This design comes from an exercise in tuning for small area on the open sky130 flow, not from production work.
The clock port is modelled as an ideal driver; clocking choices that lean on that would not hold on a real chip.

== run C ==
==> flow/design.v (excerpt) <==
module QAM(clk, rst, en, Din, IFout);
input clk, rst, en;
input Din;
output reg signed [17:0] IFout;
reg ce2;           
reg sm_ctrl;       
reg swap;          
reg [1:0] spc;     
reg sm_i, sm_q;    
reg [3:0] usi;     
reg [3:0] cnt;     
reg [8:0] sym_i, sym_q;  
reg [1:0] mix_cnt;
reg [15:0] acc;    
wire en0 = en & ce2;
wire en1 = sm_ctrl & ce2;
wire en2 = usi[3];
wire [1:0] sw = usi[1:0];
wire load = en2 & (sw == 2'd0);
wire neg = ~mix_cnt[1];                         
wire [8:0] s = mix_cnt[0] ? sym_i : sym_q;      
wire [8:0] x = s ^ {9{neg}};
wire [8:0] v;      
assign v[0] = cnt > 4'd0;
assign v[1] = cnt > 4'd1;
assign v[2] = cnt > 4'd2;
assign v[3] = cnt > 4'd3;
assign v[4] = cnt > 4'd4;
assign v[5] = cnt > 4'd5;
assign v[6] = cnt > 4'd6;
assign v[7] = cnt > 4'd7;
assign v[8] = cnt > 4'd8;
reg [15:0] g0_7;    
always @(*) begin
  case ({sw, x[0], x[7], v[0], v[7]})
    6'd0: g0_7 = 16'd341;
    6'd1: g0_7 = 16'd608;
    6'd2: g0_7 = 16'd267;
    6'd3: g0_7 = 16'd534;
    6'd4: g0_7 = 16'd341;
    6'd5: g0_7 = 16'd74;
    6'd6: g0_7 = 16'd267;
    6'd7: g0_7 = 16'd0;
    6'd8: g0_7 = 16'd341;
    6'd9: g0_7 = 16'd608;
    6'd10: g0_7 = 16'd415;
    6'd11: g0_7 = 16'd682;
    6'd12: g0_7 = 16'd341;
    6'd13: g0_7 = 16'd74;
    6'd14: g0_7 = 16'd415;
    6'd15: g0_7 = 16'd148;
    6'd16: g0_7 = 16'd233;
    6'd17: g0_7 = 16'd0;
    6'd18: g0_7 = 16'd233;
    6'd19: g0_7 = 16'd0;
    6'd20: g0_7 = 16'd233;
    6'd21: g0_7 = 16'd466;
    6'd22: g0_7 = 16'd233;
  ...
Settings: LEC_CHECK=0, ABC_AREA=1, CAP_MARGIN=20, CORE_MARGIN=2, CORE_UTILIZATION=40, CTS_BUF_LIST=sky130_fd_sc_hd__clkbuf_8, GPL_TIMING_DRIVEN=0, HOLD_SLACK_MARGIN=0.1, SLEW_MARGIN=20; clock period 5.0 ns.
standard.sh (not shown) runs the stock make flow with config.mk's settings and CLKGATE_MAP_FILE= SYNTH_SCRIPT=/design/flow/synth_recipe.tcl, a recipe that flattens the netlist after the stock synthesis.
==> flow/flow/run.sh <==
#!/bin/bash
# Layout flow: the standard ORFS flow (standard.sh) with these changes:
#  - Yosys's generic synthesis runs without its intermediate ABC pass (SYNTH_ARGS=-noabc),
#    so the adder tree written in the RTL reaches full-adder extraction as written;
#    registers, their names and cell types are those of the standard synthesis;
#  - the final ABC technology mapping uses an area-oriented script (flow/abc_area.script),
#    through a copy of ORFS's scripts folder that differs only in that file;
#  - after clock-tree synthesis, flow/post_cts.tcl delays the clock of the output register
#    (useful skew for the register-to-register paths into it), then runs the CTS step's
#    timing repair, which ORFS is told to skip (SKIP_CTS_REPAIR_TIMING=1);
#  - every input and output port still gets its own buffer, but the smallest one
#    (sky130_fd_sc_hd__buf_1); the resizer may still resize it.
# Each ORFS step writes its own log under orfs/logs/; make's output goes to make.log here.
set -euo pipefail
rm -rf scripts_local
cp -r "$FLOW_HOME/scripts" scripts_local
cp flow/abc_area.script scripts_local/abc_area.script
bash standard.sh SYNTH_ARGS=-noabc SCRIPTS_DIR="$PWD/scripts_local" SKIP_CTS_REPAIR_TIMING=1 \
  POST_CTS_TCL="$PWD/flow/post_cts.tcl" "BUFFER_PORTS_ARGS=-buffer_cell sky130_fd_sc_hd__buf_1" \
  "SKEW_CELLS=sky130_fd_sc_hd__clkdlybuf4s25_1 sky130_fd_sc_hd__clkdlybuf4s50_1 sky130_fd_sc_hd__clkbuf_8" finish > make.log 2>&1
==> flow/flow/post_cts.tcl <==
# Runs at the end of ORFS's CTS step (POST_CTS_TCL), which is told to skip its own timing
# repair (SKIP_CTS_REPAIR_TIMING=1); this script does that repair after the change below.
#
# Useful skew for the register-to-register paths into the output register acc (IFout):
# acc's clock pins are moved from the clock tree's leaf nets to one net that a delay cell
# and a clock buffer drive from the leaf net of acc[0]. Every path into acc comes from
# another register of the design; acc's outputs go only to the output ports, whose
# timing this makes harder, not easier. Inputs reach no acc data pin combinationally.
set block [ord::get_db_block]
set db [ord::get_db]
set accs {}
foreach inst [$block getInsts] {
  if {[string range [$inst getName] 0 3] eq "acc\\" && [$inst findITerm CLK] ne "NULL"} {
    lappend accs $inst
  }
}
puts "skew: [llength $accs] acc registers"
set first [lindex $accs 0]
set leaf [[$first findITerm CLK] getNet]
set sx 0; set sy 0
foreach inst $accs {
  lassign [$inst getLocation] x y
  set sx [expr {$sx + $x}]; set sy [expr {$sy + $y}]
}
set cx [expr {int($sx / [llength $accs])}]
set cy [expr {int($sy / [llength $accs])}]
set prev $leaf
set i 0
foreach cell $::env(SKEW_CELLS) {
  set master [$db findMaster $cell]
  set buf [odb::dbInst_create $block $master "skew_buf_$i"]
  set net [odb::dbNet_create $block "skew_net_$i"]
  $net setSigType CLOCK
  [$buf findITerm A] connect $prev
  [$buf findITerm X] connect $net
  $buf setLocation $cx $cy
  $buf setPlacementStatus PLACED
  set prev $net
  incr i
}
foreach inst $accs {
  set it [$inst findITerm CLK]
  $it disconnect
  $it connect $prev
}
set_propagated_clock [all_clocks]
estimate_parasitics -placement
set result [catch { detailed_placement } msg]
if { $result != 0 } { error "Detailed placement failed after skew: $msg" }
estimate_parasitics -placement
report_checks -path_delay max -group_path_count 1 -format end
repair_timing_helper
set result [catch { detailed_placement } msg]
if { $result != 0 } { error "Detailed placement failed after repair: $msg" }
check_placement -verbose
report_design_area
Other scripts of this flow, unchanged in this note and not shown: flow/flow/abc_area.script
Changes in run B relative to run C:
diff --git a/flow/flow/run.sh b/flow/flow/run.sh
--- a/flow/flow/run.sh
+++ b/flow/flow/run.sh
@@ -19,2 +19,2 @@
   POST_CTS_TCL="$PWD/flow/post_cts.tcl" "BUFFER_PORTS_ARGS=-buffer_cell sky130_fd_sc_hd__buf_1" \
-  "SKEW_CELLS=sky130_fd_sc_hd__clkdlybuf4s25_1 sky130_fd_sc_hd__clkdlybuf4s50_1 sky130_fd_sc_hd__clkbuf_8" finish > make.log 2>&1
+  "SKEW_CELLS=sky130_fd_sc_hd__clkdlybuf4s50_1 sky130_fd_sc_hd__clkdlybuf4s50_1 sky130_fd_sc_hd__clkbuf_8" finish > make.log 2>&1
Notes after the runs:
As far as initial antenna violation count goes, run C and run B are indistinguishable; the numbers are identical. Summary: final critical delay including setup and external delays, run B better than run C. Diff run B..run C | count of inverters not on the clock network in the layout | unchanged. The critical path data arrival time number comes out higher for run B vs run C. Run C → run B: footprint of the multi-input gates went down; endpoint required time on the critical path went up; setup slack after layout increased 160 ps.
No functional check of the RTL was part of any run of this note.

-- what the ideal ports hide --
The results above use ideal ports. As a check the final layouts listed here were re-extracted and re-timed, cells and wires unchanged. Step 1, drivers: a clkbuf_16 drives clk and a buf_2 each remaining input, both assumed. Step 2, shift: input delay + t, output delay - t, t = (earliest + latest rising clock arrival at the registers) / 2. This alone moves slack from input paths to output paths. Slacks: ideal / step 1 / step 2; pairs: ideal / step 1.
run | shift t [ns] | setup WS [ns] | worst setup path after step 2 | latest minus earliest clock arrival (ns) | worst register clock-pin slew, ns
run C | 0.797 | 0.325 / 0.325 / 0.325 | register to register | 0.928 / 0.928 | 0.11 / 0.11
run B | 0.910 | 0.483 / 0.483 / 0.483 | register to register | 1.158 / 1.158 | 0.11 / 0.11
In run C and run B the clock reaches the registers at very different times; t lies between them, and the last value is a rough guide only.
